This is an optimization exercise on Yosys and OpenROAD, whose aim is small area and a short achievable clock period, not a production implementation. RTL that was checked went through simulation tests only; none was proved equivalent to the original. The RTL of runs 1 to 5 was laid out without a check of its function. Power figures rest on the tool's default switching activity, not on a simulated workload.

`flow/config.mk`:
```
export PLATFORM = sky130hd
export DESIGN_NAME = uw_phase_resolver
export DESIGN_NICKNAME = uw_phase_resolver
export VERILOG_FILES = /design/flow/design.v
export SDC_FILE = /design/flow/constraint.sdc
export NUM_CORES = 4
export LEC_CHECK = 0
export CAP_MARGIN = 20
export CORE_MARGIN = 2
export CORE_UTILIZATION = 65
export PLACE_DENSITY = 0.75
export SLEW_MARGIN = 20
```
`flow/constraint.sdc`:
```
create_clock -name core_clock -period 28.0 [get_ports {clk}]
set_input_delay 5.6000 -clock core_clock [delete_from_list [all_inputs] [get_ports {clk}]]
set_output_delay 5.6000 -clock core_clock [all_outputs]
set_load 0.01 [all_outputs]
```
`flow/design.v`:
```
`timescale 1ns / 1ps
module window_buffer (
    input clk,
    input rst,
    input in_in,             
    input in_qn,             
    output [31:0] win
);
    localparam [31:0] INV = 32'hcccc_cccc;      
    reg [31:0] sr;
    always @(posedge clk) begin
        if (rst)
            sr <= INV;                           
        else
            sr <= {~sr[29:0], in_qn, in_in};
    end
    wire [31:0] flags = sr ^ INV;
    genvar k;
    generate
        for (k = 0; k < 16; k = k + 1) begin : g_win
            assign win[2*k+1] = flags[31-2*k];
            assign win[2*k]   = flags[30-2*k];
        end
    endgenerate
endmodule
`timescale 1ns / 1ps
module uw_match_score (
    input  [31:0] uw_pattern,
    input  [31:0] win,           
    output [1:0]  best_rot,
    output [4:0]  level          
);
    wire [15:0] alpha, beta;
    genvar k;
    generate
        for (k = 0; k < 16; k = k + 1) begin : g_sym
            wire in = win[2*k];
            wire qn = win[2*k+1];
            wire uq = uw_pattern[31-2*k];
            wire ui = uw_pattern[30-2*k];
            wire e  = ~(uq ^ ui);
            assign alpha[k] = (e ? in : qn) ^ uq;
            assign beta[k]  = (e ? qn : in) ^ ui;
        end
    endgenerate
    function [1:0] fa(input x, input y, input z);
        fa = {(x & y) | (x & z) | (y & z), x ^ y ^ z};
    endfunction
    function [1:0] ha(input x, input y);
        ha = {x & y, x ^ y};
    endfunction
    function [4:0] pop16(input [15:0] x);
        reg [1:0] a1, a2, a3, a4, a5, b1, b2, b3, c1, c2, c3, d1, d2, e1, e2, e3;
        begin
            a1 = fa(x[0], x[1], x[2]);
            a2 = fa(x[3], x[4], x[5]);
            a3 = fa(x[6], x[7], x[8]);
            a4 = fa(x[9], x[10], x[11]);
            a5 = fa(x[12], x[13], x[14]);
            b1 = fa(a1[0], a2[0], a3[0]);
            b2 = fa(a4[0], a5[0], x[15]);
            b3 = ha(b1[0], b2[0]);
            c1 = fa(a1[1], a2[1], a3[1]);
            c2 = fa(a4[1], a5[1], b1[1]);
            c3 = fa(c1[0], c2[0], b2[1]);
            d1 = ha(c3[0], b3[1]);
            e1 = fa(c1[1], c2[1], c3[1]);
            e2 = ha(e1[0], d1[1]);
            e3 = ha(e1[1], e2[1]);
            pop16 = {e3[1], e3[0], e2[0], d1[0], b3[0]};
        end
    endfunction
    wire [4:0] a = pop16(alpha);
    wire [4:0] b = pop16(beta);
    wire a_lo = ~(a[4] | a[3]);                  
    wire b_lo = ~(b[4] | b[3]);                  
    wire b_hi = b[4] | (b[3] & (|b[2:0]));        
    wire [3:0] a_m = {a[4], a[2:0] ^ {3{a_lo}}};
    wire [3:0] b_m = {b[4], b[2:0] ^ {3{b_lo}}};
    assign level    = a_m + b_m + {a_lo | b_lo, ~(a_lo ^ b_lo)};
    assign best_rot = {a_lo, a_lo ? b_hi : b_lo};
endmodule
`timescale 1ns / 1ps
module phase_corrector (
    input  [1:0] best_rot,
    input  signed [15:0] i_in,
    input  signed [15:0] q_in,
    output signed [15:0] i_out,
    output signed [15:0] q_out
);
    wire swap  = best_rot[0];
    wire neg_i = best_rot[0] ^ best_rot[1];
    wire neg_q = best_rot[1];
    wire [15:0] a = swap ? q_in : i_in;
    wire [15:0] b = swap ? i_in : q_in;
    wire [15:0] a_low, b_low;    
    assign a_low[0] = 1'b0;
    assign b_low[0] = 1'b0;
    genvar k;
    generate
        for (k = 1; k < 16; k = k + 1) begin : g_or
            assign a_low[k] = |a[k-1:0];
            assign b_low[k] = |b[k-1:0];
        end
    endgenerate
    assign i_out = a ^ (a_low & {16{neg_i}});
    assign q_out = b ^ (b_low & {16{neg_q}});
endmodule
`timescale 1ns / 1ps
module uw_phase_resolver (
    input clk,
    input rst,
    input [31:0] uw_pattern,                 
    output [13:0] mem_addr,                  
    input signed [15:0] rd_i,                
    input signed [15:0] rd_q,                
    output reg wr_en,
    output [13:0] wr_addr,
    output signed [15:0] wr_i,
    output signed [15:0] wr_q,
    output reg [1:0] best_rot,               
    output [13:0] match_index,               
    output reg valid                         
);
    reg [13:0] pos;
    reg        started;
    reg [4:0]  max_level;
    reg [1:0]  rot_found;                    
    reg [13:0] best_index_n;                 
    wire [14:0] next  = {1'b0, pos} + 15'd1;
    wire        last  = next[14];                
    wire        count = ~last | (~started & ~wr_en);
    assign mem_addr    = next[13:0];
    assign wr_addr     = pos;
    assign match_index = ~(best_index_n | {14{~valid}});
    wire judge = started & ~valid & ~(&pos[13:1]);
    wire [31:0] win;
    window_buffer buffer_inst (
        .clk(clk),
        .rst(rst),
        .in_in(rd_i[15] & started),              
        .in_qn(rd_q[15] & started),
        .win(win)
    );
    wire [1:0] match_rot;
    wire [4:0] match_level;
    uw_match_score scorer (
        .uw_pattern(uw_pattern),
        .win(win),
        .best_rot(match_rot),
        .level(match_level)
    );
    phase_corrector pc_inst (
        .best_rot(best_rot),
        .i_in(rd_i),
        .q_in(rd_q),
        .i_out(wr_i),
        .q_out(wr_q)
    );
    always @(posedge clk) begin
        pos     <= next[13:0] | {14{rst | ~count}};
        started <= ~rst & (last ? ~(started ^ valid) | wr_en : started);
        valid   <= ~rst & (valid | (last & started));
        wr_en   <= ~rst & (last ? ~started & valid & ~wr_en : wr_en);
    end
    wire better = judge && match_level > max_level;
    always @(posedge clk) begin
        if (rst) begin
            max_level <= 5'd0;
            rot_found <= 2'd0;
            best_rot  <= 2'd0;
        end else begin
            if (better) begin
                max_level <= match_level;
                rot_found <= match_rot;
            end
            best_rot <= rot_found;
        end
    end
    always @(posedge clk) begin
        if (better)
            best_index_n <= ~{pos[13:4] - 10'd1, pos[3:0]};
    end
endmodule
```
`flow/flow/run.sh`:
```
#!/bin/bash
# Own layout flow: the standard ORFS layout (standard.sh) with two changes:
#  * ABC maps the logic with the area-oriented script in flow/abc_area.script
#    instead of ORFS's speed script (registers, their names and cells are
#    untouched: ABC only maps the combinational logic);
#  * the port buffers that buffer_ports puts on every input and output are
#    sky130_fd_sc_hd__buf_1.
set -euo pipefail
here=$(pwd)
export BUFFER_PORTS_ARGS="-buffer_cell sky130_fd_sc_hd__buf_1"
# Clock tree without the dummy loads CTS adds for balance.
export CTS_ARGS="-sink_clustering_enable -repair_clock_nets -dont_use_dummy_load -buf_list sky130_fd_sc_hd__clkbuf_8"
sed "s#@SCRIPT@#$here/flow/abc_area.script#" flow/abc_override.tcl > flow_abc_override.tcl
sed "s#^source \$::env(SCRIPTS_DIR)/synth.tcl#source $here/flow_abc_override.tcl\n&#" synth_recipe.tcl > flow_synth.tcl
grep -q flow_abc_override flow_synth.tcl
sed "s#SYNTH_SCRIPT=[^ ]*#SYNTH_SCRIPT=$here/flow_synth.tcl#" standard.sh > flow_standard.sh
grep -q "SYNTH_SCRIPT=$here/flow_synth.tcl" flow_standard.sh
bash flow_standard.sh finish > flow_make.log 2>&1
```
`flow/flow/abc_area.script`:
```
&get -n
&st
&dch -f
&nf -a
&put
topo
```
`flow/flow/abc_override.tcl`:
```
# Sourced before ORFS's synth.tcl: its "abc -script <ORFS script> ..." call
# runs with the area-oriented script instead (all other arguments kept).
proc abc {args} {
  set i [lsearch -exact $args -script]
  if { $i >= 0 } {
    set args [lreplace $args [expr {$i + 1}] [expr {$i + 1}] {@SCRIPT@}]
  }
  puts "abc (flow override): $args"
  yosys abc {*}$args
}
```
`flow/standard.sh`:
```
#!/bin/bash
# synth_recipe.tcl (not shown) runs the flow's synth.tcl, then flattens the netlist and writes it again
# the make line also repeats each setting of config.mk as NAME=value (left out here)
make -C /OpenROAD-flow-scripts/flow DESIGN_CONFIG=/design/flow/config.mk WORK_HOME=/design/flow/orfs CLKGATE_MAP_FILE= SYNTH_SCRIPT=/design/flow/synth_recipe.tcl "${@:-finish}"
```
==> impl_metrics.yaml, run 1 <==
setup_path:
  critical_path_arrival_ps: 7430
  endpoint_of_the_worst_slack_reg_to_reg_timing_path: "best_index_n[12]"
  slowest_stage: "sky130_fd_sc_hd__or3_1"
  timing.critical_path.slowest_cell_delay_ps: 490
  end_kind: "output pin"
  critPathCapture: "wr_q[12]"
  critical_path_required_ps: 22400
  r2r_slack_ps: 20510
  rr_startpoint: "buffer_inst.sr[25]"
  cp_common_cell: "sky130_fd_sc_hd__buf_1"
  worstPathCellList: "buf_1 > mux2i_1 > nand4_1 > or3_1 > o31ai_1 > xor2_1 > buf_1"
  worst_r2r_path_depth: 25
  crit_fanout: 8
  setup.worst_path.start_class: "input pin"
  crit_start: "rd_i[0]"
  critical_path_type: "in2out"
power_and_ir_drop:
  leakage_power_uw: 0.00214
  total_power_after_layout_uw: 662
  p_int_uw: 358
  clock_group_share_of_total_power_pct: 9.4
  power.density_cell_area_nw_per_um2: 112
  power.net_switching_uw: 304
  power_frac_comb_pct: 67.1
  vdd_ir_drop_max_mv: 0.100
  pwr-share-seq_pct: 23.5
  power_switching_share_pct: 45.9
yosys:
  synth-edff-count: 14
  combinational_family_with_the_most_area_after_synthesis: "XOR/XNOR gates"
  number_of_storage_elements_in_the_synthesis_netlist: 72
  syn_inst: 524
  synthesized_area_fraction_occupied_by_ao_oa_aoi_and_oai_cells_pct: 5.45
  muxShareOfSynthArea_pct: 12.8
  synth_xor_area_share_pct: 18.5
  synth.cell_area_um2: 5120
  postSynth.asyncResetShare_pct: 0
  mappedNetlistNets: 639
  synth.cells.most_frequent: "sky130_fd_sc_hd__xnor2_1 (60), sky130_fd_sc_hd__mux2i_1 (59), sky130_fd_sc_hd__dfxtp_1 (58), sky130_fd_sc_hd__nor2_1 (48), sky130_fd_sc_hd__xor2_1 (48)"
  synth_top_area_share_pct: 22.7
  post_synth_and_or_nand_nor_area_fraction_pct: 13.5
  synth_area_in_adders_pct: 15.6
  yosysWarningCount: 3
  synth_sequential_area_ratio_pct: 30.9
  yosysMostFrequentCell: "sky130_fd_sc_hd__xnor2_1"
  biggest_area_consumer_among_synthesized_cells: "sky130_fd_sc_hd__dfxtp_1"
  synth.area.top_cells: "sky130_fd_sc_hd__dfxtp_1 (23%), sky130_fd_sc_hd__mux2i_1 (12%), sky130_fd_sc_hd__xnor2_1 (10%), sky130_fd_sc_hd__fa_1 (9.8%), sky130_fd_sc_hd__edfxtp_1 (8.2%)"
  yosys_most_used_dff: "sky130_fd_sc_hd__dfxtp_1"
  post_synth_cell_types: 34
  synth_area_per_cell_um2: 9.78
global_routing:
  grt_start_max_net_pins: 46
  grt_remaining_overflow: 0
  antenna_found_initial: 0
  track_usage_pct: 25.0
  global_route_wire_length_before_repair_mm: 17.2
  grt_pass1_vias: 4049
die:
  fp.dieArea_um2: 8610
  core_um2: 7690
  boundaryPins: 144
  dieHeight_um: 92.8
  placement_rows: 32
  initial_core_util_pct: 66.6
  die_width_um: 92.8
detailed_routing:
  wl_met3_um: 677
  post_drt_wl_per_cell_um: 13.6
  drt_first_iter_violations: 135
  wl_mm: 10.6
  wl_met2_mm: 5.08
  met1Wirelength_mm: 4.66
  drcViolationCount: 0
  ant_nets: 0
  via_count: 4083
  detail_route.vias_per_cell: 5.24
  topRoutingLayerUsed: "met4"
  drt-pass1-iter-count: 4
finish:
  layout-drive-gt1-share_pct: 1.77
  post-route-cell-area_um2: 5920
  final_net_count: 794
  filler_cell_count: 580
  insertedDiodeCount: 0
  syn2layout_area_growth_pct: 15.6
timing:
  fmaxAchievable_mhz: 76.7
  final_min_period_over_clock_period_pct: 46.5
  finalHoldWorstSlack_ps: 403
  maxSlewViolCount: 0
  finClkSkew_ps: 23.2
  fin_setup_tns_ps: 0
  max-slew-margin-rel_pct: 33.4
  worst_pin_slew_ps: 999
  rsz0062_at_grt: "no"
  setup_viol_count_final: 0
  finalHoldViolations: 0
  layout_min_cycle_time_ps: 13030
clock_network:
  worstSkewPairLatency_ps: 360
  numClockSinks: 72
  post-cts-setup-buffer-count: 0
  cts_tree: "done"
  cts-buffers-inserted: 9
  clockRootBuffer: "sky130_fd_sc_hd__clkbuf_8"
  clk_transition_reported_paths_ps: 70
  deepest_level_of_the_cts_h_tree: 3
  max-clock-path-buffers: 2
  cells_resized_by_post_cts_repair: 0
  hold_fix_buffers_at_cts: 0
placement:
  half_perimeter_wire_length_after_placement_mm: 8.47
  number_of_i_o_port_buffers: 143
  place.gp.congestion: 0.880
  post_dp_cell_area_um2: 5800
job:
  cap_viol_max_count: 0
worst_hold_path:
  min_from: "buffer_inst.sr[5]"
  min_path_type: "reg2reg"
status:
  outcome: "timing/DRC/antenna clean"
[cells by family after synthesis]
group           after synthesis
xor+xnor                    108
fa+ha+maj                    49
simple gates                140
mux                          65
compound gates               46
flops                        72
buf+inv                      44
[cells in the final DEF, fill, tap and decap left out, drive strengths merged, types with 8 or more instances in the layout]
cell type / instances
buf: 144
xnor2: 60
mux2i: 59
dfxtp: 58
nor2: 48
xor2: 48
clkinv: 44
nand2b: 30
fa: 25
nand2: 24
ha: 24
a21oi: 18
edfxtp: 14
o21ai: 10
clkbuf: 9
nand4: 8
a211oi: 8
[worst min-delay path by stage]
stage / cells past startpoint / slack, ps / end
6_report: 1 / 400 / buffer_inst.sr[7]
3_5_place_dp: 1 / 400 / buffer_inst.sr[18]
4_1_cts: 1 / 410 / buffer_inst.sr[7]
5_1_grt: 1 / 420 / buffer_inst.sr[7]
2_1_floorplan: 1 / 380 / buffer_inst.sr[10]
3_3_place_gp: 1 / 390 / buffer_inst.sr[27]
[per-layer routing]
metal  track usage, %  vias to the layer above
met2             43.7                      113
met4             9.31                        0
met1             29.7                     1886
met3             6.27                       20
li1                 -                     2064
met5                0                        -
[power by group through the flow]
stage | logic [uW] | clock network, uW | registers, uW
after detailed placement | 441 | 0 | 158
after floorplan | 332 | 0 | 157
final | 444 | 62.2 | 156
after CTS | 445 | 63.4 | 155
after global placement | 424 | 0 | 157
after global routing | 506 | 67.4 | 159
[flip-flops by register name (all words and copies together) (netlist names)]
signal and cells:
pos 14, wr_en 1, rot_found 2, best_rot 2, buffer_inst.sr 32, best_index_n 14, max_level 5, valid 1
started 1
[stage by stage]
| stage | setup slack, ps | util (%) | cells |
|---|---|---|---|
| floorplan | 15380 | - | 524 |
| global route | 14600 | 77.1 | 779 |
| global placement | 14870 | 75.4 | 770 |
| CTS | 14990 | 77.0 | 779 |
| finish | 14970 | 77.1 | 779 |
| detailed placement | 14740 | 75.4 | 770 |
[critical path, delay by kind of cell]
family / cells / cell delay, ps
compound gates: 1 / 320
simple gates: 2 / 730
xor+xnor: 1 / 170
mux: 1 / 360
buf+inv: 2 / 250
[area by class of cell]
type                            instances  area, um2  area share [%]
Tap cell                              102        128            2.15
Timing Repair Buffer                  144        544            9.19
Sequential cell                        72       1580            26.7
Clock buffer                            9        124            2.09
Inverter                               44        165            2.79
Multi-Input combinational cell        408       3380            57.1
==> inputs of run 2 (changes only) <==
--- a/flow/flow/run.sh
+++ b/flow/flow/run.sh
@@ -9,7 +9,7 @@
 here=$(pwd)
 export BUFFER_PORTS_ARGS="-buffer_cell sky130_fd_sc_hd__buf_1"
 # Clock tree without the dummy loads CTS adds for balance.
-export CTS_ARGS="-sink_clustering_enable -repair_clock_nets -dont_use_dummy_load -buf_list sky130_fd_sc_hd__clkbuf_8"
+export CTS_ARGS="-sink_clustering_enable -repair_clock_nets -dont_use_dummy_load -buf_list {sky130_fd_sc_hd__clkbuf_4 sky130_fd_sc_hd__clkbuf_8} -sink_clustering_size 30 -sink_clustering_max_diameter 80"
 sed "s#@SCRIPT@#$here/flow/abc_area.script#" flow/abc_override.tcl > flow_abc_override.tcl
 sed "s#^source \$::env(SCRIPTS_DIR)/synth.tcl#source $here/flow_abc_override.tcl\n&#" synth_recipe.tcl > flow_synth.tcl
 grep -q flow_abc_override flow_synth.tcl
==> impl_metrics.yaml, run 2 <==
status:
  outcome: "timing/DRC/antenna clean"
clock_network:
  max-clock-path-buffers: 2
  cts-buffers-inserted: 9
  deepest_level_of_the_cts_h_tree: 3
  post-cts-setup-buffer-count: 0
  numClockSinks: 72
  cells_resized_by_post_cts_repair: 0
  hold_fix_buffers_at_cts: 0
  worstSkewPairLatency_ps: 360
  cts_tree: "done"
  clk_transition_reported_paths_ps: 70
  clockRootBuffer: "sky130_fd_sc_hd__clkbuf_8"
finish:
  layout-drive-gt1-share_pct: 1.77
  largest_register_ffs: 32
  reg.largest.list: "buffer_inst.sr (32), best_index_n (14), pos (14)"
  final_net_count: 794
  syn2layout_area_growth_pct: 15.6
  most-common-layout-cells: "sky130_fd_sc_hd__buf_1 (143), sky130_fd_sc_hd__xnor2_1 (60), sky130_fd_sc_hd__mux2i_1 (59)"
  filler_cell_count: 580
  final_common_cell: "sky130_fd_sc_hd__buf_1"
  top_register: "buffer_inst.sr"
  insertedDiodeCount: 0
  register_area_um2: 1580
  multiInputGateArea_um2: 3380
yosys:
  post_synth_cell_types: 34
  mappedNetlistNets: 639
  biggest_area_consumer_among_synthesized_cells: "sky130_fd_sc_hd__dfxtp_1"
  synth_area_per_cell_um2: 9.78
  yosysMostFrequentCell: "sky130_fd_sc_hd__xnor2_1"
  synth-edff-count: 14
  postSynth.asyncResetShare_pct: 0
  yosysWarningCount: 3
  yosys_most_used_dff: "sky130_fd_sc_hd__dfxtp_1"
  number_of_storage_elements_in_the_synthesis_netlist: 72
  synth.cells.most_frequent: "sky130_fd_sc_hd__xnor2_1 (60), sky130_fd_sc_hd__mux2i_1 (59), sky130_fd_sc_hd__dfxtp_1 (58), sky130_fd_sc_hd__nor2_1 (48), sky130_fd_sc_hd__xor2_1 (48)"
  syn_inst: 524
  synth.area.top_cells: "sky130_fd_sc_hd__dfxtp_1 (23%), sky130_fd_sc_hd__mux2i_1 (12%), sky130_fd_sc_hd__xnor2_1 (10%), sky130_fd_sc_hd__fa_1 (9.8%), sky130_fd_sc_hd__edfxtp_1 (8.2%)"
  synth_top_area_share_pct: 22.7
  synth.cell_area_um2: 5120
  synth_sequential_area_ratio_pct: 30.9
detailed_routing:
  drt-pass1-iter-count: 4
  ant_nets: 0
  wl_mm: 10.6
  via_count: 4083
  drcViolationCount: 0
  detail_route.vias_per_cell: 5.24
  post_drt_wl_per_cell_um: 13.6
  drt_first_iter_violations: 135
power_and_ir_drop:
  vdd_ir_drop_max_mv: 0.100
  total_power_after_layout_uw: 662
  leakage_power_uw: 0.00214
  power.density_cell_area_nw_per_um2: 112
die:
  initial_core_util_pct: 66.6
  dieHeight_um: 92.8
  fp.dieArea_um2: 8610
  boundaryPins: 144
  die_width_um: 92.8
  core_um2: 7690
  placement_rows: 32
global_routing:
  gr-max-usage-layer: "met2"
  groute.layer.met2.usage_pct: 43.7
  grt_start_max_net_pins: 46
  grt_remaining_overflow: 0
  grtUsageMet1_pct: 29.7
  grt_util_met3_pct: 6.27
  global_route_wire_length_before_repair_mm: 17.2
  antenna_found_initial: 0
  track_usage_pct: 25.0
  grt_pass1_vias: 4049
timing:
  setup_viol_count_final: 0
  layout_min_cycle_time_ps: 13030
  fin_setup_tns_ps: 0
  finClkSkew_ps: 23.2
  max-slew-margin-rel_pct: 33.4
  final_min_period_over_clock_period_pct: 46.5
  maxSlewViolCount: 0
  fmaxAchievable_mhz: 76.7
  worst_pin_slew_ps: 999
  finalHoldViolations: 0
  rsz0062_at_grt: "no"
placement:
  place.gp.congestion: 0.880
  number_of_i_o_port_buffers: 143
  half_perimeter_wire_length_after_placement_mm: 8.47
setup_path:
  critical_path_type: "in2out"
  critical_path_required_ps: 22400
  setup.worst_path.start_class: "input pin"
  end_kind: "output pin"
  critical_path_arrival_ps: 7430
  crit_fanout: 8
job:
  cap_viol_max_count: 0
worst_hold_path:
  min_path_type: "reg2reg"
## run 2: final timing paths
check	start	to	slack (ps)	depth (start not counted)
hold / removal	buffer_inst.sr[5]	buffer_inst.sr[7]	400	1
hold reg to reg	buffer_inst.sr[5]	buffer_inst.sr[7]	400	1
setup reg to reg	buffer_inst.sr[25]	best_index_n[12]	20510	25
setup / recovery	rd_i[0]	wr_q[12]	14970	7
## run 2: per-layer routing
metal,vias to the layer above,share of wire [%]
met5,-,0
met4,0,1.8
met3,20,6.4
met2,113,48
met1,1886,44
li1,2064,-
## run 2: kinds of logic after synthesis
logic type,count (synthesis),share of synthesized area (%)
muxes,65,12.8
buffers and inverters,44,3.22
xor gates and xnor gates,108,18.5
adders and majority gates,49,15.6
DFF,72,30.9
and+or+nand+nor,140,13.5
AOI/OAI and AO/OA,46,5.45
## run 2: area by class of cell
cell class / instances / share of cell area (%)
Timing Repair Buffer: 144 / 9.19
Inverter: 44 / 2.79
Clock buffer: 9 / 2.09
Tap cell: 102 / 2.15
Sequential cell: 72 / 26.7
Multi-Input combinational cell: 408 / 57.1
## run 2: where the power goes
group | leakage [uW] | switching [uW] | total, uW | internal, uW
Sequential | 0.000601 | 20.1 | 156 | 136
Combinational | 0.00147 | 250 | 444 | 194
Clock | 0.0000647 | 33.6 | 62.2 | 28.6
## run 2: critical path: stages
cell and delay, ps:
sky130_fd_sc_hd__buf_1 80, sky130_fd_sc_hd__mux2i_1 360, sky130_fd_sc_hd__nand4_1 240, sky130_fd_sc_hd__or3_1 490
sky130_fd_sc_hd__o31ai_1 320, sky130_fd_sc_hd__xor2_1 170, sky130_fd_sc_hd__buf_1 170
## run 2: stage by stage
step | setup slack [ps] | util (%) | std cells | hold slack [ps] | instance area (um2)
after global placement | 14870 | 75.4 | 770 | 393 | 5800
after floorplan | 15380 | - | 524 | 382 | 5120
final | 14970 | 77.1 | 779 | 403 | 5920
after global routing | 14600 | 77.1 | 779 | 424 | 5920
after detailed placement | 14740 | 75.4 | 770 | 397 | 5800
after CTS | 14990 | 77.0 | 779 | 413 | 5920
==> inputs of run 3 (changes only) <==
==> flow/flow/run.sh (replaced) <==
#!/bin/bash
# Own layout flow: the standard ORFS layout (standard.sh) with these changes:
#  * ABC maps the logic with the area-oriented script in flow/abc_area.script
#    instead of ORFS's speed script, and only full adders are extracted as
#    adder cells (flow/abc_override.tcl; registers, their names and cells are
#    untouched: both only change how the combinational logic is mapped);
#  * the port buffers that buffer_ports puts on every input and output are
#    sky130_fd_sc_hd__buf_1.
set -euo pipefail
here=$(pwd)
export BUFFER_PORTS_ARGS="-buffer_cell sky130_fd_sc_hd__buf_1"
# Clock tree without the dummy loads CTS adds for balance.
export CTS_ARGS="-sink_clustering_enable -repair_clock_nets -dont_use_dummy_load -buf_list sky130_fd_sc_hd__clkbuf_8"
sed "s#@SCRIPT@#$here/flow/abc_area.script#" flow/abc_override.tcl > flow_abc_override.tcl
sed "s#^source \$::env(SCRIPTS_DIR)/synth.tcl#source $here/flow_abc_override.tcl\n&#" synth_recipe.tcl > flow_synth.tcl
grep -q flow_abc_override flow_synth.tcl
sed "s#SYNTH_SCRIPT=[^ ]*#SYNTH_SCRIPT=$here/flow_synth.tcl#" standard.sh > flow_standard.sh
grep -q "SYNTH_SCRIPT=$here/flow_synth.tcl" flow_standard.sh
bash flow_standard.sh finish > flow_make.log 2>&1
--- a/flow/flow/abc_override.tcl
+++ b/flow/flow/abc_override.tcl
@@ -8,3 +8,10 @@
   puts "abc (flow override): $args"
   yosys abc {*}$args
 }
+
+# ORFS's "extract_fa" call extracts only full adders: half adders stay plain
+# gates, which ABC maps without the inverters a half-adder cell often needs.
+proc extract_fa {args} {
+  puts "extract_fa (flow override): -fa"
+  yosys extract_fa -fa
+}
--- a/flow/config.mk
+++ b/flow/config.mk
@@ -7,6 +7,6 @@
 export LEC_CHECK = 0
 export CAP_MARGIN = 20
 export CORE_MARGIN = 2
-export CORE_UTILIZATION = 65
-export PLACE_DENSITY = 0.75
+export CORE_UTILIZATION = 80
+export PLACE_DENSITY = 0.88
 export SLEW_MARGIN = 20
==> impl_metrics.yaml, run 3 <==
power_and_ir_drop:
  p_int_uw: 337
  pwr-share-seq_pct: 23.1
  clock_group_share_of_total_power_pct: 9.3
  vdd_ir_drop_max_mv: 0.102
  power_frac_comb_pct: 67.6
  power_switching_share_pct: 53.0
  power.net_switching_uw: 380
  total_power_after_layout_uw: 717
  leakage_power_uw: 0.00198
  power.density_cell_area_nw_per_um2: 126
setup_path:
  end_kind: "register"
  critical_path_required_ps: 28050
  critical_path_type: "in2reg"
  critical_path_arrival_ps: 13780
  crit_fanout: 11
  setup.worst_path.start_class: "input pin"
die:
  die_width_um: 82.3
  initial_core_util_pct: 82.9
  core_um2: 5920
  fp.dieArea_um2: 6780
  dieHeight_um: 82.3
  boundaryPins: 144
  placement_rows: 28
placement:
  dp_cells: 721
  half_perimeter_wire_length_after_placement_mm: 10.2
  place.gp.congestion: 0.839
  post_dp_cell_area_um2: 5560
  number_of_i_o_port_buffers: 143
clock_network:
  clk_transition_reported_paths_ps: 70
  worstSkewPairLatency_ps: 380
  deepest_level_of_the_cts_h_tree: 3
  clockRootBuffer: "sky130_fd_sc_hd__clkbuf_8"
  cts-buffers-inserted: 9
  hold_fix_buffers_at_cts: 0
  post-cts-setup-buffer-count: 0
  numClockSinks: 72
  cells_resized_by_post_cts_repair: 0
  max-clock-path-buffers: 2
  cts_tree: "done"
finish:
  reg.largest.list: "buffer_inst.sr (32), best_index_n (14), pos (14)"
  most-common-layout-cells: "sky130_fd_sc_hd__buf_1 (142), sky130_fd_sc_hd__xnor2_1 (64), sky130_fd_sc_hd__mux2i_1 (60)"
  largest_register_ffs: 32
  insertedDiodeCount: 0
  post-route-cell-area_um2: 5680
  final_net_count: 748
  top_register: "buffer_inst.sr"
  filler_cell_count: 150
  register_area_um2: 1580
  syn2layout_area_growth_pct: 15.7
  final_cell_count_no_fill: 730
  multiInputGateArea_um2: 3240
  layout-drive-gt1-share_pct: 1.98
  final_common_cell: "sky130_fd_sc_hd__buf_1"
timing:
  worst_pin_slew_ps: 1100
  layout_min_cycle_time_ps: 13730
  setup_viol_count_final: 0
  maxSlewViolCount: 0
  final_min_period_over_clock_period_pct: 49.0
  fin_setup_tns_ps: 0
  finalHoldViolations: 0
  max-slew-margin-rel_pct: 26.8
  finClkSkew_ps: 24.7
  fmaxAchievable_mhz: 72.8
  rsz0062_at_grt: "no"
  finalHoldWorstSlack_ps: 416
global_routing:
  grt_start_max_net_pins: 57
  grt_remaining_overflow: 0
  grt_pass1_vias: 5180
  global_route_wire_length_before_repair_mm: 26.7
  track_usage_pct: 54.7
  antenna_found_initial: 0
detailed_routing:
  drt-pass1-iter-count: 7
  drt_first_iter_violations: 781
  post_drt_wl_per_cell_um: 24.2
  ant_nets: 0
  detail_route.vias_per_cell: 6.94
  drcViolationCount: 0
  via_count: 5067
  wl_mm: 17.6
yosys:
  syn_inst: 501
  number_of_storage_elements_in_the_synthesis_netlist: 72
  synth-edff-count: 14
  synth_area_per_cell_um2: 9.80
  synth.area.top_cells: "sky130_fd_sc_hd__dfxtp_1 (24%), sky130_fd_sc_hd__mux2i_1 (12%), sky130_fd_sc_hd__xnor2_1 (11%), sky130_fd_sc_hd__fa_1 (10%), sky130_fd_sc_hd__edfxtp_1 (8.6%)"
  yosys_most_used_dff: "sky130_fd_sc_hd__dfxtp_1"
  synth_top_area_share_pct: 23.7
  postSynth.asyncResetShare_pct: 0
  synth_sequential_area_ratio_pct: 32.2
  yosysWarningCount: 3
  yosysMostFrequentCell: "sky130_fd_sc_hd__xnor2_1"
  synth.cell_area_um2: 4910
  post_synth_cell_types: 37
  mappedNetlistNets: 592
  synth.cells.most_frequent: "sky130_fd_sc_hd__xnor2_1 (64), sky130_fd_sc_hd__mux2i_1 (60), sky130_fd_sc_hd__dfxtp_1 (58), sky130_fd_sc_hd__xor2_1 (48), sky130_fd_sc_hd__nor2_1 (46)"
  biggest_area_consumer_among_synthesized_cells: "sky130_fd_sc_hd__dfxtp_1"
job:
  cap_viol_max_count: 0
status:
  outcome: "timing/DRC/antenna clean"
worst_hold_path:
  min_path_type: "reg2reg"
-- run 3: cell types whose count changed in the layout (fill, tap and decap cells not counted), sizes merged, moves of 4 or more --
cell    delta
nand4      -4
ha        -24
nand2b    -11
nor2b     +18
o21ai      +4
or3        +9
o21a       +6
clkinv    -20
xnor2      +4
-- run 3: worst max-delay path: stages --
cell,delay [ps]
sky130_fd_sc_hd__buf_1,130
sky130_fd_sc_hd__xnor2_1,360
sky130_fd_sc_hd__mux2i_1,270
sky130_fd_sc_hd__xnor2_1,160
sky130_fd_sc_hd__fa_1,680
sky130_fd_sc_hd__clkinv_1,170
sky130_fd_sc_hd__fa_1,430
sky130_fd_sc_hd__clkinv_1,80
sky130_fd_sc_hd__fa_1,430
sky130_fd_sc_hd__fa_1,410
sky130_fd_sc_hd__fa_1,510
sky130_fd_sc_hd__nor4bb_1,700
sky130_fd_sc_hd__nor2_1,310
sky130_fd_sc_hd__xnor2_1,270
sky130_fd_sc_hd__fa_1,470
sky130_fd_sc_hd__nor2b_1,210
sky130_fd_sc_hd__fa_1,530
sky130_fd_sc_hd__clkinv_1,110
sky130_fd_sc_hd__maj3_1,360
sky130_fd_sc_hd__maj3_1,400
sky130_fd_sc_hd__o21a_1,150
sky130_fd_sc_hd__nor2_1,700
sky130_fd_sc_hd__buf_4,340
-- run 3: worst paths after layout --
path / end / from / depth (start not counted) / slack [ps]
hold / removal: buffer_inst.sr[23] / buffer_inst.sr[21] / 1 / 420
setup / recovery: best_index_n[11] / uw_pattern[20] / 23 / 14270
setup reg to reg: best_index_n[11] / buffer_inst.sr[24] / 21 / 19700
hold reg to reg: buffer_inst.sr[23] / buffer_inst.sr[21] / 1 / 420
-- run 3: logic make-up (layout without fill, tap and decap cells) --
kind of cell	after synthesis	after routing	synth area share, %
AND/OR/NAND/NOR	146	146	15.3
adder cells (fa/ha/maj)	27	27	10.6
XOR/XNOR	112	112	20.0
AO/OA/AOI/OAI	55	55	6.68
flip-flops	72	72	32.2
multiplexers	65	65	13.4
buffers and inverters	24	178	1.84
-- run 3: layout make-up --
| class | instances | share of cell area [%] |
|---|---|---|
| multi-input combinational | 405 | 57.0 |
| sequential | 72 | 27.9 |
| timing repair buffer | 145 | 9.74 |
| clock buffer | 9 | 2.18 |
| tap | 75 | 1.65 |
| inverter | 24 | 1.59 |
-- run 3: routing by layer --
| layer | vias to the layer above | global-route usage (%) | routed length, um |
|---|---|---|---|
| li1 | 2005 | - | - |
| met1 | 2245 | 53.6 | 5390 |
| met2 | 595 | 84.9 | 8100 |
| met3 | 222 | 23.7 | 2110 |
| met4 | 0 | 53.2 | 2030 |
| met5 | - | 0 | 0 |
-- run 3: power groups by stage --
stage	combinational (uW)	sequential (uW)	clock (uW)
final	485	166	66.5
after global routing	503	167	67.4
after CTS	458	163	62.5
after detailed placement	419	162	0
after global placement	382	159	0
after floorplan	304	159	0
-- run 3: metrics by stage --
| step | setup WS, ps | utilization [%] |
|---|---|---|
| 2_1_floorplan | 15070 | - |
| 3_3_place_gp | 14820 | 93.9 |
| 3_5_place_dp | 14680 | 93.9 |
| 4_1_cts | 14580 | 95.9 |
| 5_1_grt | 13990 | 95.9 |
| 6_report | 14270 | 95.9 |
==> inputs of run 4 (changes only) <==
--- a/flow/config.mk
+++ b/flow/config.mk
@@ -7,6 +7,6 @@
 export LEC_CHECK = 0
 export CAP_MARGIN = 20
 export CORE_MARGIN = 2
-export CORE_UTILIZATION = 80
-export PLACE_DENSITY = 0.88
+export CORE_UTILIZATION = 65
+export PLACE_DENSITY = 0.75
 export SLEW_MARGIN = 20
==> impl_metrics.yaml, run 4 <==
finish:
  post-route-cell-area_um2: 5710
  most-common-layout-cells: "sky130_fd_sc_hd__buf_1 (142), sky130_fd_sc_hd__xnor2_1 (64), sky130_fd_sc_hd__mux2i_1 (60)"
  final_common_cell: "sky130_fd_sc_hd__buf_1"
  largest_register_ffs: 32
  reg.largest.list: "buffer_inst.sr (32), best_index_n (14), pos (14)"
  layout-drive-gt1-share_pct: 1.98
  syn2layout_area_growth_pct: 16.3
  final_net_count: 748
  insertedDiodeCount: 0
  top_register: "buffer_inst.sr"
  fin_util_pct: 78.3
power_and_ir_drop:
  leakage_power_uw: 0.00198
  vdd_ir_drop_max_mv: 0.0734
  power.density_cell_area_nw_per_um2: 110
detailed_routing:
  post_drt_wl_per_cell_um: 14.0
  drt_first_iter_violations: 138
  drcViolationCount: 0
  wl_mm: 10.6
  detail_route.vias_per_cell: 5.33
  ant_nets: 0
  drt-pass1-iter-count: 5
  via_count: 4018
worst_hold_path:
  holdPathEnd: "buffer_inst.sr[7]"
  min_from: "buffer_inst.sr[5]"
  hold-path-cell-count: 1
  min_path_type: "reg2reg"
setup_path:
  worst_r2r_path_depth: 21
  timing.critical_path.slowest_cell_delay_ps: 290
  end_kind: "output pin"
  slowest_stage: "sky130_fd_sc_hd__and4_1"
  rr_startpoint: "buffer_inst.sr[28]"
  setup.worst_path.start_class: "input pin"
  critical_path_required_ps: 22400
  cp_common_cell: "sky130_fd_sc_hd__buf_1"
  crit_fanout: 4
  worstPathCellList: "buf_1 > mux2i_1 > and4_1 > and3_1 > nand3_1 > nor3_1 > a21oi_1 > nor2_1 > o21ai_0 > xnor2_1 > buf_1"
  critical_path_type: "in2out"
  r2r_slack_ps: 21040
  critical_path_arrival_ps: 7670
  endpoint_of_the_worst_slack_reg_to_reg_timing_path: "max_level[2]"
timing:
  final_min_period_over_clock_period_pct: 47.4
  rsz0062_at_grt: "no"
  layout_min_cycle_time_ps: 13270
  maxSlewViolCount: 0
  max-slew-margin-rel_pct: 35.0
  fmaxAchievable_mhz: 75.4
  setup_viol_count_final: 0
  finalHoldViolations: 0
  finClkSkew_ps: 19.4
  worst_pin_slew_ps: 975
  fin_setup_tns_ps: 0
die:
  placement_rows: 31
  die_width_um: 90.9
  initial_core_util_pct: 67.3
  fp.dieArea_um2: 8260
  core_um2: 7290
  boundaryPins: 144
  dieHeight_um: 90.9
clock_network:
  hold_fix_buffers_at_cts: 0
  cts-buffers-inserted: 9
  clk_transition_reported_paths_ps: 70
  deepest_level_of_the_cts_h_tree: 3
  cts_tree: "done"
  numClockSinks: 72
  clockRootBuffer: "sky130_fd_sc_hd__clkbuf_8"
  max-clock-path-buffers: 2
  cells_resized_by_post_cts_repair: 0
  worstSkewPairLatency_ps: 350
  post-cts-setup-buffer-count: 0
placement:
  post_dp_cell_area_um2: 5580
  half_perimeter_wire_length_after_placement_mm: 8.34
  place.gp.congestion: 0.819
  number_of_i_o_port_buffers: 143
yosys:
  biggest_area_consumer_among_synthesized_cells: "sky130_fd_sc_hd__dfxtp_1"
  synth-edff-count: 14
  synth_area_per_cell_um2: 9.80
  number_of_storage_elements_in_the_synthesis_netlist: 72
  synth_top_area_share_pct: 23.7
  yosysMostFrequentCell: "sky130_fd_sc_hd__xnor2_1"
  mappedNetlistNets: 592
  yosysWarningCount: 3
  postSynth.asyncResetShare_pct: 0
  synth_sequential_area_ratio_pct: 32.2
  synth.area.top_cells: "sky130_fd_sc_hd__dfxtp_1 (24%), sky130_fd_sc_hd__mux2i_1 (12%), sky130_fd_sc_hd__xnor2_1 (11%), sky130_fd_sc_hd__fa_1 (10%), sky130_fd_sc_hd__edfxtp_1 (8.6%)"
  synth.cell_area_um2: 4910
  post_synth_cell_types: 37
  yosys_most_used_dff: "sky130_fd_sc_hd__dfxtp_1"
  syn_inst: 501
  synth.cells.most_frequent: "sky130_fd_sc_hd__xnor2_1 (64), sky130_fd_sc_hd__mux2i_1 (60), sky130_fd_sc_hd__dfxtp_1 (58), sky130_fd_sc_hd__xor2_1 (48), sky130_fd_sc_hd__nor2_1 (46)"
status:
  outcome: "timing/DRC/antenna clean"
global_routing:
  grt_remaining_overflow: 0
  track_usage_pct: 26.8
  grt_pass1_vias: 4072
  antenna_found_initial: 0
  grt_start_max_net_pins: 57
  global_route_wire_length_before_repair_mm: 18.0
job:
  cap_viol_max_count: 0
[run 4: where the power goes]
group,internal (uW),switching (uW),total [uW]
combinational,171,234,405
clock,28.7,33.5,62.1
sequential,132,26.9,159
[run 4: worst max-delay path: cells and delay by family]
kind	cells	cell delay [ps]
AOI/OAI and AO/OA	2	290
buffers and inverters	2	250
and+or+nand+nor	5	1090
muxes	1	270
xor gates and xnor gates	1	160
[run 4: kinds of logic after synthesis]
group                    share of synthesized area (%)
AND/OR/NAND/NOR                                   15.3
XOR/XNOR                                          20.0
flip-flops                                        32.2
multiplexers                                      13.4
AO/OA/AOI/OAI                                     6.68
adder cells (fa/ha/maj)                           10.6
buffers and inverters                             1.84
[run 4: worst max path at each step]
stage | cells past startpoint | startpoint | end
after CTS | 11 | rd_q[0] | wr_i[15]
final | 11 | rd_q[0] | wr_i[15]
after global placement | 11 | rd_q[0] | wr_i[15]
after global routing | 11 | rd_q[0] | wr_i[15]
after detailed placement | 11 | rd_q[0] | wr_i[15]
after floorplan | 9 | rd_q[0] | wr_i[15]
[run 4: final cells by class]
| class | instances | area (um2) |
|---|---|---|
| timing repair buffer | 145 | 551 |
| multi-input combinational | 405 | 3240 |
| fill | 544 | 1580 |
| sequential | 72 | 1580 |
| inverter | 24 | 90.1 |
| tap | 99 | 124 |
| clock buffer | 9 | 124 |
[run 4: through the flow]
step	hold slack, ps	total power, uW	setup slack (ps)	std cells
2_1_floorplan	382	464	15070	501
3_3_place_gp	392	545	14740	744
3_5_place_dp	398	562	14650	744
4_1_cts	400	626	14630	753
5_1_grt	422	680	14460	754
6_report	401	626	14730	754
[run 4: metal layers]
metal	global-route usage (%)	share of wire (%)
met5	0	0
met2	47.5	50
met4	8.96	1.7
met3	5.09	5.8
met1	32.8	42
==> inputs of run 5 (changes only) <==
==> flow/flow/run.sh (replaced) <==
#!/bin/bash
# Own layout flow: the standard ORFS layout (standard.sh) with these changes:
#  * ABC maps the logic with scripts of its own instead of ORFS's speed
#    script (delay-oriented for the wr_i/wr_q cone, area-oriented for the
#    rest), and only full adders are extracted as adder cells (see
#    flow/abc_override.tcl; registers, their names and cells are untouched:
#    both only change how the combinational logic is mapped);
#  * the port buffers that buffer_ports puts on every input and output are
#    sky130_fd_sc_hd__buf_1.
set -euo pipefail
here=$(pwd)
export BUFFER_PORTS_ARGS="-buffer_cell sky130_fd_sc_hd__buf_1"
# Clock tree without the dummy loads CTS adds for balance.
export CTS_ARGS="-sink_clustering_enable -repair_clock_nets -dont_use_dummy_load -buf_list sky130_fd_sc_hd__clkbuf_8"
sed "s#@DIR@#$here/flow#g" flow/abc_override.tcl > flow_abc_override.tcl
sed "s#^source \$::env(SCRIPTS_DIR)/synth.tcl#source $here/flow_abc_override.tcl\n&#" synth_recipe.tcl > flow_synth.tcl
grep -q flow_abc_override flow_synth.tcl
sed "s#SYNTH_SCRIPT=[^ ]*#SYNTH_SCRIPT=$here/flow_synth.tcl#" standard.sh > flow_standard.sh
grep -q "SYNTH_SCRIPT=$here/flow_synth.tcl" flow_standard.sh
bash flow_standard.sh finish > flow_make.log 2>&1
==> flow/flow/abc_delay.script (new file) <==
&get -n
&st
&dch -f
&if -g -K 6
&synch2
&nf
&put
topo
==> flow/flow/abc_override.tcl (replaced) <==
# Sourced before ORFS's synth.tcl (flow/run.sh fills in @DIR@).
#
# ORFS's "abc -script <ORFS speed script> ..." call maps the logic in two
# runs, all other arguments kept:
#  * first the combinational cone of the wr_i/wr_q outputs (the phase
#    corrector, from the rd_i/rd_q inputs and the registers) with the
#    delay-oriented script flow/abc_delay.script, as it lies on the
#    input-to-output path;
#  * then all the rest with the area-oriented script flow/abc_area.script.
# Registers are already mapped by then and are not touched.
proc abc {args} {
  set i [lsearch -exact $args -script]
  set delay_args [lreplace $args [expr {$i + 1}] [expr {$i + 1}] {@DIR@/abc_delay.script}]
  set area_args [lreplace $args [expr {$i + 1}] [expr {$i + 1}] {@DIR@/abc_area.script}]
  yosys select -set corrector o:wr_i o:wr_q %u %ci*:-sky130_fd_sc_hd__dfxtp_1,sky130_fd_sc_hd__edfxtp_1
  puts "abc (flow override, wr_i/wr_q cone): $delay_args"
  yosys abc {*}$delay_args @corrector
  yosys select -clear
  puts "abc (flow override, the rest): $area_args"
  yosys abc {*}$area_args
}

# ORFS's "extract_fa" call extracts only full adders: half adders stay plain
# gates, which ABC maps without the inverters a half-adder cell often needs.
proc extract_fa {args} {
  puts "extract_fa (flow override): -fa"
  yosys extract_fa -fa
}
==> impl_metrics.yaml, run 5 <==
finish:
  largest_register_ffs: 32
  reg.largest.list: "buffer_inst.sr (32), best_index_n (14), pos (14)"
  syn2layout_area_growth_pct: 15.8
  final_net_count: 754
  layout-drive-gt1-share_pct: 1.66
  final_common_cell: "sky130_fd_sc_hd__buf_1"
  insertedDiodeCount: 0
  top_register: "buffer_inst.sr"
  most-common-layout-cells: "sky130_fd_sc_hd__buf_1 (142), sky130_fd_sc_hd__mux2i_1 (67), sky130_fd_sc_hd__xnor2_1 (59)"
  fin_util_pct: 78.6
clock_network:
  worstSkewPairLatency_ps: 360
  cells_resized_by_post_cts_repair: 0
  cts_tree: "done"
  hold_fix_buffers_at_cts: 0
  cts-buffers-inserted: 9
  max-clock-path-buffers: 2
  clk_transition_reported_paths_ps: 70
  deepest_level_of_the_cts_h_tree: 3
  clockRootBuffer: "sky130_fd_sc_hd__clkbuf_8"
  post-cts-setup-buffer-count: 0
  numClockSinks: 72
yosys:
  synth_top_area_share_pct: 23.3
  synth_xor_area_share_pct: 20.5
  synth.cells.most_frequent: "sky130_fd_sc_hd__mux2i_1 (67), sky130_fd_sc_hd__xnor2_1 (59), sky130_fd_sc_hd__dfxtp_1 (58), sky130_fd_sc_hd__xor2_1 (55), sky130_fd_sc_hd__nor2_1 (44)"
  yosys_most_used_dff: "sky130_fd_sc_hd__dfxtp_1"
  yosysMostFrequentCell: "sky130_fd_sc_hd__mux2i_1"
  mappedNetlistNets: 600
  synthesized_area_fraction_occupied_by_ao_oa_aoi_and_oai_cells_pct: 5.65
  yosysWarningCount: 3
  syn_inst: 509
  number_of_storage_elements_in_the_synthesis_netlist: 72
  post_synth_and_or_nand_nor_area_fraction_pct: 15.3
  synth.cell_area_um2: 4980
  post_synth_cell_types: 36
  combinational_family_with_the_most_area_after_synthesis: "XOR/XNOR gates"
  biggest_area_consumer_among_synthesized_cells: "sky130_fd_sc_hd__dfxtp_1"
  synth_sequential_area_ratio_pct: 31.8
  muxShareOfSynthArea_pct: 13.7
  synth_area_in_adders_pct: 10.7
  synth-edff-count: 14
  postSynth.asyncResetShare_pct: 0
  synth.area.top_cells: "sky130_fd_sc_hd__dfxtp_1 (23%), sky130_fd_sc_hd__mux2i_1 (13%), sky130_fd_sc_hd__xnor2_1 (10%), sky130_fd_sc_hd__fa_1 (10%), sky130_fd_sc_hd__xor2_1 (9.7%)"
  synth_area_per_cell_um2: 9.78
setup_path:
  rr_startpoint: "buffer_inst.sr[28]"
  critical_path_type: "in2reg"
  end_kind: "register"
  crit_fanout: 15
  critical_path_arrival_ps: 13750
  endpoint_of_the_worst_slack_reg_to_reg_timing_path: "max_level[0]"
  setup.worst_path.start_class: "input pin"
  critical_path_required_ps: 28240
  r2r_slack_ps: 19920
  worst_r2r_path_depth: 20
power_and_ir_drop:
  power.net_switching_uw: 269
  clock_group_share_of_total_power_pct: 10.1
  power_switching_share_pct: 44.4
  leakage_power_uw: 0.00202
  pwr-share-seq_pct: 24.9
  p_int_uw: 338
  power.density_cell_area_nw_per_um2: 105
  power_frac_comb_pct: 65.0
  vdd_ir_drop_max_mv: 0.0912
detailed_routing:
  drt-pass1-iter-count: 4
  ant_nets: 0
  detail_route.vias_per_cell: 5.31
  drcViolationCount: 0
  wl_mm: 10.4
  drt_first_iter_violations: 102
  post_drt_wl_per_cell_um: 13.6
  via_count: 4035
worst_hold_path:
  min_path_type: "reg2reg"
  holdPathEnd: "buffer_inst.sr[2]"
  min_from: "buffer_inst.sr[0]"
  hold-path-cell-count: 1
placement:
  place.gp.congestion: 0.856
  number_of_i_o_port_buffers: 143
  half_perimeter_wire_length_after_placement_mm: 8.36
global_routing:
  grt_start_max_net_pins: 55
  grt_remaining_overflow: 0
  global_route_wire_length_before_repair_mm: 17.4
  antenna_found_initial: 0
  grt_pass1_vias: 3984
  track_usage_pct: 25.6
die:
  fp.dieArea_um2: 8380
  placement_rows: 31
  initial_core_util_pct: 67.9
  core_um2: 7330
  dieHeight_um: 91.5
  boundaryPins: 144
  die_width_um: 91.5
timing:
  final_min_period_over_clock_period_pct: 48.2
  fin_setup_tns_ps: 0
  fmaxAchievable_mhz: 74.0
  layout_min_cycle_time_ps: 13510
  setup_viol_count_final: 0
  finClkSkew_ps: 36.7
  finalHoldViolations: 0
  worst_pin_slew_ps: 964
  rsz0062_at_grt: "no"
  max-slew-margin-rel_pct: 35.7
  maxSlewViolCount: 0
status:
  outcome: "timing/DRC/antenna clean"
job:
  cap_viol_max_count: 0
[run 5: cell types whose count changed in the layout (fill, tap and decap cells not counted), sizes merged, moves of 3 or more]
| cell | before | now |
|---|---|---|
| a21oi | 18 | 15 |
| nor3 | 3 | 6 |
| mux2 | 5 | 1 |
| nand4 | 4 | 11 |
| o21a | 6 | 3 |
| nand2 | 25 | 20 |
| clkinv | 24 | 32 |
| nand3 | 3 | 7 |
| mux2i | 60 | 67 |
| xor2 | 48 | 55 |
| xnor2 | 64 | 59 |
| and2 | 4 | 1 |
[run 5: cells by family after synthesis]
| family | after synthesis |
|---|---|
| flops | 72 |
| buf+inv | 32 |
| simple gates | 148 |
| compound gates | 46 |
| fa+ha+maj | 28 |
| mux | 68 |
| xor+xnor | 115 |
[run 5: how the worst max path moves through the flow]
stage,endpoint,slack [ps],cells past startpoint,start
floorplan,max_level[0],15110,21,uw_pattern[31]
global placement,max_level[0],14540,22,uw_pattern[31]
detailed placement,max_level[0],14140,22,uw_pattern[31]
CTS,max_level[0],14460,22,uw_pattern[24]
global route,max_level[0],13820,22,uw_pattern[24]
finish,max_level[0],14490,22,uw_pattern[24]
[run 5: worst max-delay path, stage by stage]
cell and delay, ps:
sky130_fd_sc_hd__buf_1 160, sky130_fd_sc_hd__xor2_1 270, sky130_fd_sc_hd__mux2i_1 270, sky130_fd_sc_hd__xnor2_1 110, sky130_fd_sc_hd__fa_1 540, sky130_fd_sc_hd__clkinv_1 80
sky130_fd_sc_hd__fa_1 390, sky130_fd_sc_hd__clkinv_1 60, sky130_fd_sc_hd__fa_1 420, sky130_fd_sc_hd__fa_1 420, sky130_fd_sc_hd__fa_1 520, sky130_fd_sc_hd__nor4bb_1 610
sky130_fd_sc_hd__nor2_1 340, sky130_fd_sc_hd__xnor2_1 240, sky130_fd_sc_hd__fa_1 540, sky130_fd_sc_hd__nor2b_1 200, sky130_fd_sc_hd__fa_1 460, sky130_fd_sc_hd__maj3_1 360
sky130_fd_sc_hd__maj3_1 350, sky130_fd_sc_hd__o211ai_1 700, sky130_fd_sc_hd__clkinv_1 710, sky130_fd_sc_hd__a211oi_1 390
[run 5: layer usage]
layer  part of all wire, %  wire length, um  up-vias  global-route usage (%)
met5                     0                0        -                       0
met4                   2.0              206        0                    8.33
met3                   5.0              515       20                    4.90
met2                    52             5390      108                    47.0
met1                    41             4250     1881                    29.8
li1                      -                -     2026                       -
[run 5: metrics by stage]
| stage | instances | power, uW | hold WS (ps) | setup WS, ps | area [um2] |
|---|---|---|---|---|---|
| after floorplan | 509 | 458 | 382 | 15110 | 4980 |
| after global placement | 751 | 533 | 394 | 14540 | 5640 |
| after detailed placement | 751 | 548 | 400 | 14140 | 5640 |
| after CTS | 760 | 611 | 408 | 14460 | 5770 |
| after global routing | 760 | 663 | 418 | 13820 | 5770 |
| final | 760 | 607 | 406 | 14490 | 5770 |
[run 5: power groups by stage]
stage                     combinational, uW  sequential [uW]  clock (uW)
after floorplan                         307              152           0
after global placement                  381              152           0
after detailed placement                395              153           0
after CTS                               398              151        62.6
after global routing                    441              155        66.9
final                                   395              151        61.2
[run 5: area by class of cell]
type | instances | area (um2)
Inverter | 32 | 120
Sequential cell | 72 | 1580
Fill cell | 553 | 1570
Tap cell | 99 | 124
Clock buffer | 9 | 124
Timing Repair Buffer | 143 | 538
Multi-Input combinational cell | 405 | 3280
==> inputs of run 6 (changes only) <==
--- a/flow/design.v
+++ b/flow/design.v
@@ -123,23 +123,24 @@
     output reg valid                         
 );
     reg [13:0] pos;
-    reg        started;
+    reg        held;
     reg [4:0]  max_level;
-    reg [1:0]  rot_found;                    
+    reg        better_d;                     
+    reg [1:0]  rot_d;                        
     reg [13:0] best_index_n;                 
     wire [14:0] next  = {1'b0, pos} + 15'd1;
     wire        last  = next[14];                
-    wire        count = ~last | (~started & ~wr_en);
+    wire        hold  = last & held;
     assign mem_addr    = next[13:0];
     assign wr_addr     = pos;
     assign match_index = ~(best_index_n | {14{~valid}});
-    wire judge = started & ~valid & ~(&pos[13:1]);
+    wire judge = ~valid & ~(&pos[13:1]);
     wire [31:0] win;
     window_buffer buffer_inst (
         .clk(clk),
         .rst(rst),
-        .in_in(rd_i[15] & started),              
-        .in_qn(rd_q[15] & started),
+        .in_in(rd_i[15] & ~last),                
+        .in_qn(rd_q[15] & ~last),
         .win(win)
     );
     wire [1:0] match_rot;
@@ -158,27 +159,28 @@
         .q_out(wr_q)
     );
     always @(posedge clk) begin
-        pos     <= next[13:0] | {14{rst | ~count}};
-        started <= ~rst & (last ? ~(started ^ valid) | wr_en : started);
-        valid   <= ~rst & (valid | (last & started));
-        wr_en   <= ~rst & (last ? ~started & valid & ~wr_en : wr_en);
+        pos   <= next[13:0] | {14{rst | hold}};
+        held  <= ~rst & (last ? valid | ~held : held);
+        valid <= ~rst & (valid | (last & held));
+        wr_en <= ~rst & (last ? valid & ~wr_en & ~held : wr_en);
     end
     wire better = judge && match_level > max_level;
     always @(posedge clk) begin
-        if (rst) begin
+        if (rst)
             max_level <= 5'd0;
-            rot_found <= 2'd0;
-            best_rot  <= 2'd0;
-        end else begin
-            if (better) begin
-                max_level <= match_level;
-                rot_found <= match_rot;
-            end
-            best_rot <= rot_found;
-        end
+        else if (better)
+            max_level <= match_level;
+        better_d <= ~rst & better;
+        rot_d    <= match_rot;
     end
     always @(posedge clk) begin
-        if (better)
-            best_index_n <= ~{pos[13:4] - 10'd1, pos[3:0]};
+        if (rst)
+            best_rot <= 2'd0;
+        else if (better_d)
+            best_rot <= rot_d;
+    end
+    always @(posedge clk) begin
+        if (better_d)
+            best_index_n <= ~(pos - 14'd17);
     end
 endmodule
--- a/flow/flow/run.sh
+++ b/flow/flow/run.sh
@@ -10,6 +10,7 @@
 set -euo pipefail
 here=$(pwd)
 export BUFFER_PORTS_ARGS="-buffer_cell sky130_fd_sc_hd__buf_1"
+export SETUP_SLACK_MARGIN=15.35
 # Clock tree without the dummy loads CTS adds for balance.
 export CTS_ARGS="-sink_clustering_enable -repair_clock_nets -dont_use_dummy_load -buf_list sky130_fd_sc_hd__clkbuf_8"
 sed "s#@DIR@#$here/flow#g" flow/abc_override.tcl > flow_abc_override.tcl
==> impl_metrics.yaml, run 6 <==
die:
  fp.dieArea_um2: 8450
  initial_core_util_pct: 66.1
  placement_rows: 32
  boundaryPins: 144
  dieHeight_um: 91.9
  die_width_um: 91.9
  core_um2: 7610
global_routing:
  grt_pass1_vias: 3985
  grt_remaining_overflow: 0
  antenna_found_initial: 0
  track_usage_pct: 25.7
  grt_start_max_net_pins: 45
  global_route_wire_length_before_repair_mm: 17.5
yosys:
  synth_area_in_adders_pct: 10.6
  yosys_most_used_dff: "sky130_fd_sc_hd__dfxtp_1"
  biggest_area_consumer_among_synthesized_cells: "sky130_fd_sc_hd__dfxtp_1"
  synth-edff-count: 14
  number_of_storage_elements_in_the_synthesis_netlist: 73
  synth_xor_area_share_pct: 20.8
  synth_area_per_cell_um2: 9.85
  synthesized_area_fraction_occupied_by_ao_oa_aoi_and_oai_cells_pct: 5.30
  synth.cell_area_um2: 5020
  synth_sequential_area_ratio_pct: 31.9
  synth_top_area_share_pct: 23.5
  synth.cells.most_frequent: "sky130_fd_sc_hd__mux2i_1 (67), sky130_fd_sc_hd__xnor2_1 (61), sky130_fd_sc_hd__dfxtp_1 (59), sky130_fd_sc_hd__xor2_1 (56), sky130_fd_sc_hd__nor2_1 (43)"
  postSynth.asyncResetShare_pct: 0
  post_synth_cell_types: 37
  post_synth_and_or_nand_nor_area_fraction_pct: 15.8
  synth.area.top_cells: "sky130_fd_sc_hd__dfxtp_1 (24%), sky130_fd_sc_hd__mux2i_1 (13%), sky130_fd_sc_hd__xnor2_1 (11%), sky130_fd_sc_hd__fa_1 (10%), sky130_fd_sc_hd__xor2_1 (9.8%)"
  yosysMostFrequentCell: "sky130_fd_sc_hd__mux2i_1"
  mappedNetlistNets: 601
  muxShareOfSynthArea_pct: 13.6
  syn_inst: 510
  yosysWarningCount: 3
  combinational_family_with_the_most_area_after_synthesis: "XOR/XNOR gates"
placement:
  dp_cells: 756
  half_perimeter_wire_length_after_placement_mm: 8.14
  place_ws_ps: 15100
  place.gp.congestion: 0.860
  post_dp_cell_area_um2: 5700
  number_of_i_o_port_buffers: 143
clock_network:
  cts-buffers-inserted: 9
  cts_tree: "done"
  clk_transition_reported_paths_ps: 50
  clockRootBuffer: "sky130_fd_sc_hd__clkbuf_8"
  deepest_level_of_the_cts_h_tree: 3
  max-clock-path-buffers: 2
  numClockSinks: 73
  worstSkewPairLatency_ps: 350
timing:
  layout_min_cycle_time_ps: 12720
  finClkSkew_ps: 28.9
  finalHoldViolations: 0
  worst_pin_slew_ps: 1130
  setup_viol_count_final: 0
  rsz0062_at_grt: "yes"
  maxSlewViolCount: 0
  fin_ws_ps: 15280
  max-slew-margin-rel_pct: 24.6
  fmaxAchievable_mhz: 78.6
  fin_setup_tns_ps: 0
  final_min_period_over_clock_period_pct: 45.4
setup_path:
  crit_fanout: 8
  critical_path_arrival_ps: 7120
  critical_path_required_ps: 22400
  endpoint_of_the_worst_slack_reg_to_reg_timing_path: "max_level[3]"
  crit_start: "rd_q[1]"
  worst_r2r_path_depth: 21
  end_kind: "output pin"
  setup.worst_path.start_class: "input pin"
  rr_startpoint: "buffer_inst.sr[24]"
  critical_path_type: "in2out"
  critPathCapture: "wr_q[12]"
  r2r_slack_ps: 21140
detailed_routing:
  drcViolationCount: 0
  drt-pass1-iter-count: 4
  ant_nets: 0
  post_drt_wl_per_cell_um: 14.1
  detail_route.vias_per_cell: 5.31
  drt_first_iter_violations: 88
  via_count: 4102
  wl_mm: 10.9
finish:
  top_register: "buffer_inst.sr"
  insertedDiodeCount: 0
  filler_cell_count: 544
  final_net_count: 764
  largest_register_ffs: 32
  final_common_cell: "sky130_fd_sc_hd__buf_1"
  final_cell_count_no_fill: 773
  reg.largest.list: "buffer_inst.sr (32), best_index_n (14), pos (14)"
  most-common-layout-cells: "sky130_fd_sc_hd__buf_1 (129), sky130_fd_sc_hd__xnor2_1 (60), sky130_fd_sc_hd__dfxtp_1 (58)"
  post-route-cell-area_um2: 6060
  layout-drive-gt1-share_pct: 8.64
  syn2layout_area_growth_pct: 20.6
status:
  outcome: "timing/DRC/antenna clean"
power_and_ir_drop:
  total_power_after_layout_uw: 817
  pwr-share-seq_pct: 21.3
  power_switching_share_pct: 46.1
  clock_group_share_of_total_power_pct: 7.5
  leakage_power_uw: 0.00220
  power_frac_comb_pct: 71.1
  p_int_uw: 440
  power.net_switching_uw: 377
  vdd_ir_drop_max_mv: 0.0855
  power.density_cell_area_nw_per_um2: 135
job:
  cap_viol_max_count: 0
worst_hold_path:
  min_path_type: "reg2reg"
-- run 6: worst min-delay path by stage --
stage / from / to / slack, ps / depth (start not counted)
floorplan: buffer_inst.sr[8] / buffer_inst.sr[10] / 380 / 1
global placement: buffer_inst.sr[28] / buffer_inst.sr[30] / 390 / 1
detailed placement: buffer_inst.sr[13] / buffer_inst.sr[15] / 400 / 1
CTS: buffer_inst.sr[0] / buffer_inst.sr[2] / 410 / 1
global route: buffer_inst.sr[1] / buffer_inst.sr[3] / 420 / 1
finish: buffer_inst.sr[0] / buffer_inst.sr[2] / 410 / 1
-- run 6: cell type report --
| type | count | area, um2 | share of cell area (%) |
|---|---|---|---|
| Tap cell | 102 | 128 | 2.11 |
| Multi-Input combinational cell | 410 | 3470 | 57.3 |
| Timing Repair Buffer | 152 | 634 | 10.5 |
| Sequential cell | 73 | 1600 | 26.5 |
| Clock buffer | 9 | 124 | 2.04 |
| Inverter | 27 | 101 | 1.67 |
-- run 6: kinds of logic after synthesis --
group,Yosys count
xor gates and xnor gates,118
DFF,73
buffers and inverters,27
AOI/OAI and AO/OA,44
adders and majority gates,28
muxes,68
and+or+nand+nor,152
-- run 6: worst max-delay path, stage by stage --
cell                       delay (ps)
sky130_fd_sc_hd__clkbuf_2         130
sky130_fd_sc_hd__mux2i_4          180
sky130_fd_sc_hd__nand4_1          210
sky130_fd_sc_hd__o31a_4           460
sky130_fd_sc_hd__a21oi_1          170
sky130_fd_sc_hd__xor2_1           200
sky130_fd_sc_hd__buf_2            170
-- run 6: power by group through the flow --
stage | clock network [uW] | registers (uW) | logic [uW]
2_1_floorplan | 0 | 171 | 424
6_report | 61.6 | 174 | 581
5_1_grt | 66.9 | 179 | 635
3_5_place_dp | 0 | 175 | 543
4_1_cts | 63.6 | 173 | 550
3_3_place_gp | 0 | 173 | 524
-- run 6: what timing repair did --
item	4_1_cts	5_1_grt
setup buffers	2	6
pin swaps	2	4
hold endpoints to repair	0	0
gates resized for setup	8	46
hold buffers	0	0
endpoints found under the setup margin	13	23
-- run 6: per-stage QoR --
| step | hold WS [ps] | util (%) |
|---|---|---|
| floorplan | 382 | - |
| global placement | 389 | 74.9 |
| detailed placement | 397 | 74.9 |
| CTS | 413 | 77.1 |
| global route | 424 | 79.7 |
| finish | 409 | 79.7 |
-- run 6: per-layer routing --
layer  share of wire (%)  track usage [%]
met1                  42             31.5
met2                  51             44.2
met3                 6.2             7.72
met4                 1.4             6.84
met5                   0                0

[re-timing with driven ports]
The results above use ideal ports. As a check the final layouts listed here were re-extracted and re-timed, cells and wires unchanged.
Step 1 sets driving cells, clkbuf_16 on the clock port and buf_2 on the other inputs (assumed; they add their load-dependent delay and slew).
Step 2 moves the port delays by t, midway between the first and last clock arrival at a register: inputs arrive t later, outputs are due t later. That takes back most of the time a late clock gives input paths.
Slacks: no drivers / after step 1 / after step 2; pairs: no drivers / after step 1.
run | t (ns) | setup WS [ns] | hold WS [ns]
run 1 | 0.383 | 14.970 / 14.945 / 14.711 | 0.403 / 0.403 / 0.403
run 2 | 0.383 | 14.970 / 14.945 / 14.711 | 0.403 / 0.403 / 0.403
run 3 | 0.394 | 14.272 / 14.281 / 13.887 | 0.416 / 0.416 / 0.416
run 4 | 0.370 | 14.732 / 14.711 / 14.711 | 0.401 / 0.401 / 0.401
run 5 | 0.369 | 14.491 / 14.499 / 14.129 | 0.406 / 0.406 / 0.406
run 6 | 0.363 | 15.283 / 15.261 / 15.261 | 0.409 / 0.409 / 0.409
After both steps setup and hold are still met in every run listed. For run 3, which loses most, drivers alone change the setup slack by +0.009 ns; drivers and shift together by -0.385 ns.
